Source: an optimization exercise on an open RTL-to-GDS flow (aim: small area). Production flows keep margins and buffers that such runs may drop.
Where RTL was checked, it was by simulation tests only, not by an equivalence proof against the original.
No driver is modelled on the clock port, so clock power and skew are understated where the tree is cut down; a real chip needs a root buffer or a tree.

==> flow/design.v <==
module i2c_drive(clk,rst_n,bit_ctrl,i2c_enable,i2c_rh_wl,i2c_addr,i2c_data_w,i2c_data_r,i2c_done,scl,sda_in,sda_out,sda_dir);
	input clk;
	input rst_n;
	input bit_ctrl;
	input i2c_enable;
	input i2c_rh_wl;
	input [15:0] i2c_addr;
	input [7:0] i2c_data_w;
	output reg [7:0] i2c_data_r;
	output i2c_done;
	output scl;
	input sda_in;
	output sda_out;
	output sda_dir;
	localparam IDLE=3'd0, SA=3'd1, A16=3'd2, A8=3'd3, DW=3'd4, AR=3'd5, DR=3'd6, STOP=3'd7;
	reg [2:0] state;
	reg [3:0] slot;		 
	reg [1:0] g;		 
	reg wr_flag;		 
	reg [15:0] addr_t;
	reg [7:0] sh;		 
	wire qa = g==2'b00;	 
	wire qd = g==2'b10;	 
	wire s_idle = state==IDLE;
	wire s_sa   = state==SA;
	wire s_a16  = state==A16;
	wire s_a8   = state==A8;
	wire s_dw   = state==DW;
	wire s_ar   = state==AR;
	wire s_dr   = state==DR;
	wire s_stop = state==STOP;
	wire lng = s_sa | s_ar;
	wire [3:0] last = s_stop ? 4'd3 : lng ? 4'd9 : 4'd8;
	wire ph_end = qd & (slot==last);
	wire shift = ~slot[3] & ((qd & s_dw) | (qa & s_dr));
	wire hold = ~s_idle & ~shift;
	always @(posedge clk) begin
		addr_t <= ({16{s_idle}} & i2c_addr) | ({16{~s_idle}} & addr_t);
		wr_flag <= (s_idle & i2c_rh_wl) | (~s_idle & wr_flag);
		sh <= ({8{s_idle}} & i2c_data_w) | ({8{shift}} & {sh[6:0], sda_in}) | ({8{hold}} & sh);
	end
	always @(posedge clk) begin
		if (s_idle)
			slot <= 4'd15;
		else if (ph_end)
			slot <= 4'd0;
		else if (qd)
			slot <= slot + 4'd1;
	end
	always @(posedge clk or negedge rst_n) begin
		if (!rst_n) begin
			state <= IDLE;
			g <= 2'b10;
		end else begin
			g <= s_idle ? 2'b10 : {g[0], ~g[1]};
			case (state)
				IDLE: if (i2c_enable) state <= SA;
				SA:   if (ph_end) state <= bit_ctrl ? A16 : A8;
				A16:  if (ph_end) state <= A8;
				A8:   if (ph_end) state <= wr_flag ? AR : DW;
				DW:   if (ph_end) state <= STOP;
				AR:   if (ph_end) state <= DR;
				DR:   if (ph_end) state <= STOP;
				STOP: if (ph_end) state <= IDLE;
			endcase
		end
	end
	always @(posedge clk or negedge rst_n) begin
		if (!rst_n)
			i2c_data_r <= 8'd0;
		else if (s_dr & slot[3] & g==2'b11)
			i2c_data_r <= sh;
	end
	assign i2c_done = s_idle & ~g[1];
	assign scl = g[0] | s_idle | (s_sa & (slot==4'd15 | (slot==4'd0 & ~qd))) | (s_stop & ~(slot==4'd0 & qa));
	assign sda_dir = s_dr ? slot[3] : ~(slot==last & (lng | s_a16 | s_a8 | s_dw));
	reg bitv;
	always @(*) begin
		case (state)
			SA:   bitv = slot==4'd0 ? qa : (slot[0] & (~slot[2] | slot[3]));
			AR:   bitv = slot==4'd0 ? ~g[1] : (slot[0] & (~slot[2] | slot[3])) | (slot[3] & ~slot[0]);
			A16:  bitv = addr_t[{1'b1, ~slot[2:0]}];
			A8:   bitv = addr_t[{1'b0, ~slot[2:0]}];
			DW:   bitv = sh[7];
			STOP: bitv = slot!=4'd0 | qd;
			default: bitv = 1'b1;
		endcase
	end
	assign sda_out = bitv;
endmodule
export LEC_CHECK = 0
export CAP_MARGIN = 20
export CORE_MARGIN = 2
export CORE_UTILIZATION = 65
export SLEW_MARGIN = 20
create_clock -name core_clock -period 5.0 [get_ports {clk}]
standard.sh (not shown) runs the stock make flow with config.mk's settings and CLKGATE_MAP_FILE= SYNTH_SCRIPT=/design/flow/synth_recipe.tcl, a recipe that flattens the netlist after the stock synthesis.
==> flow/flow/run.sh <==
#!/bin/bash
# The standard layout (standard.sh) with these changes:
#  - Yosys's technology mapping (abc) uses an area-oriented script
#    (flow/abc_area_map.script) in place of ORFS's delay-oriented one; the
#    registers come from the standard synthesis unchanged, abc maps only the
#    combinational logic;
#  - ports are buffered with the smallest buffer (buf_1);
#  - the clock tree is built by flow/manual_cts.tcl: the clock port drives one
#    root buffer, which drives one leaf buffer per cluster of registers.
# ORFS's scripts are copied here and patched; each tool's log stays in
# orfs/logs, and make's output in flow_standard.log.
set -euo pipefail
here=$(pwd)
rm -rf "$here/orfs_scripts"
cp -r "$FLOW_HOME/scripts" "$here/orfs_scripts"
cp "$here/flow/abc_area_map.script" "$here/orfs_scripts/abc_speed.script"
cp "$here/flow/abc_area_map.script" "$here/orfs_scripts/abc_area.script"
python3 - "$here/orfs_scripts/cts.tcl" "$here/flow/manual_cts.tcl" <<'PY'
import sys
p, m = sys.argv[1], sys.argv[2]
s = open(p).read()
old = "log_cmd clock_tree_synthesis {*}$cts_args"
assert old in s
s = s.replace(old, "source %s\nmanual_clock_tree sky130_fd_sc_hd__clkbuf_1 sky130_fd_sc_hd__buf_6 3\ndetailed_placement" % m)
open(p, "w").write(s)
PY
export SCRIPTS_DIR="$here/orfs_scripts"
export BUFFER_PORTS_ARGS="-buffer_cell sky130_fd_sc_hd__buf_1"
bash standard.sh > "$here/flow_standard.log" 2>&1
Other scripts of this flow, unchanged in this note and not shown: flow/flow/abc_area_map.script, flow/flow/manual_cts.tcl
Change:
--- a/flow/design.v
+++ b/flow/design.v
@@ -30,17 +30,19 @@
 	wire s_dr   = state==DR;
 	wire s_stop = state==STOP;
 	wire lng = s_sa | s_ar;
 	wire [3:0] last = s_stop ? 4'd3 : lng ? 4'd9 : 4'd8;
 	wire ph_end = qd & (slot==last);
 	wire shift = ~slot[3] & ((qd & s_dw) | (qa & s_dr));
-	wire hold = ~s_idle & ~shift;
 	always @(posedge clk) begin
-		addr_t <= ({16{s_idle}} & i2c_addr) | ({16{~s_idle}} & addr_t);
-		wr_flag <= (s_idle & i2c_rh_wl) | (~s_idle & wr_flag);
-		sh <= ({8{s_idle}} & i2c_data_w) | ({8{shift}} & {sh[6:0], sda_in}) | ({8{hold}} & sh);
+		if (s_idle) begin
+			addr_t <= i2c_addr;
+			sh <= i2c_data_w;
+			wr_flag <= i2c_rh_wl;
+		end else if (shift)
+			sh <= {sh[6:0], sda_in};
 	end
 	always @(posedge clk) begin
 		if (s_idle)
 			slot <= 4'd15;
 		else if (ph_end)
 			slot <= 4'd0;
The new run produced a clean layout.
Critical path depth is unchanged.
Core utilization rose by 0.40 points.
Area after synthesis rose by 0.92%.
Clock skew fell by 0.028 ns.
Routed wire length fell by 7.8%.
Global-route usage fell by 1.9 points.
Only the layout flow was run in the first run of this note; the RTL was not checked for function there. In every run of this note, the design's own scripts or RTL, not TritonCTS, make the clock network.

-- static timing again, ports no longer ideal --
No port has a modelled driver above. Below, the same layouts with a new extraction and two added sets of constraints. Step 1 sets driving cells, clkbuf_16 on the clock port and buf_2 on the other inputs (assumed; they add their load-dependent delay and slew). Step 2 also shifts input and output timing later by t, the mid clock arrival at the registers, as if the neighbouring blocks saw the same clock. Three values: ideal, step 1, step 2; two values: the first two.
| run | t (ns) | setup slack, ns | pins driven straight from the clock port |
|---|---|---|---|
| the first run | 0.448 | 1.681 / 1.659 / 2.106 | 1 |
| the second run | 0.441 | 1.417 / 1.400 / 1.841 | 1 |
After both steps every run listed still meets setup and hold.
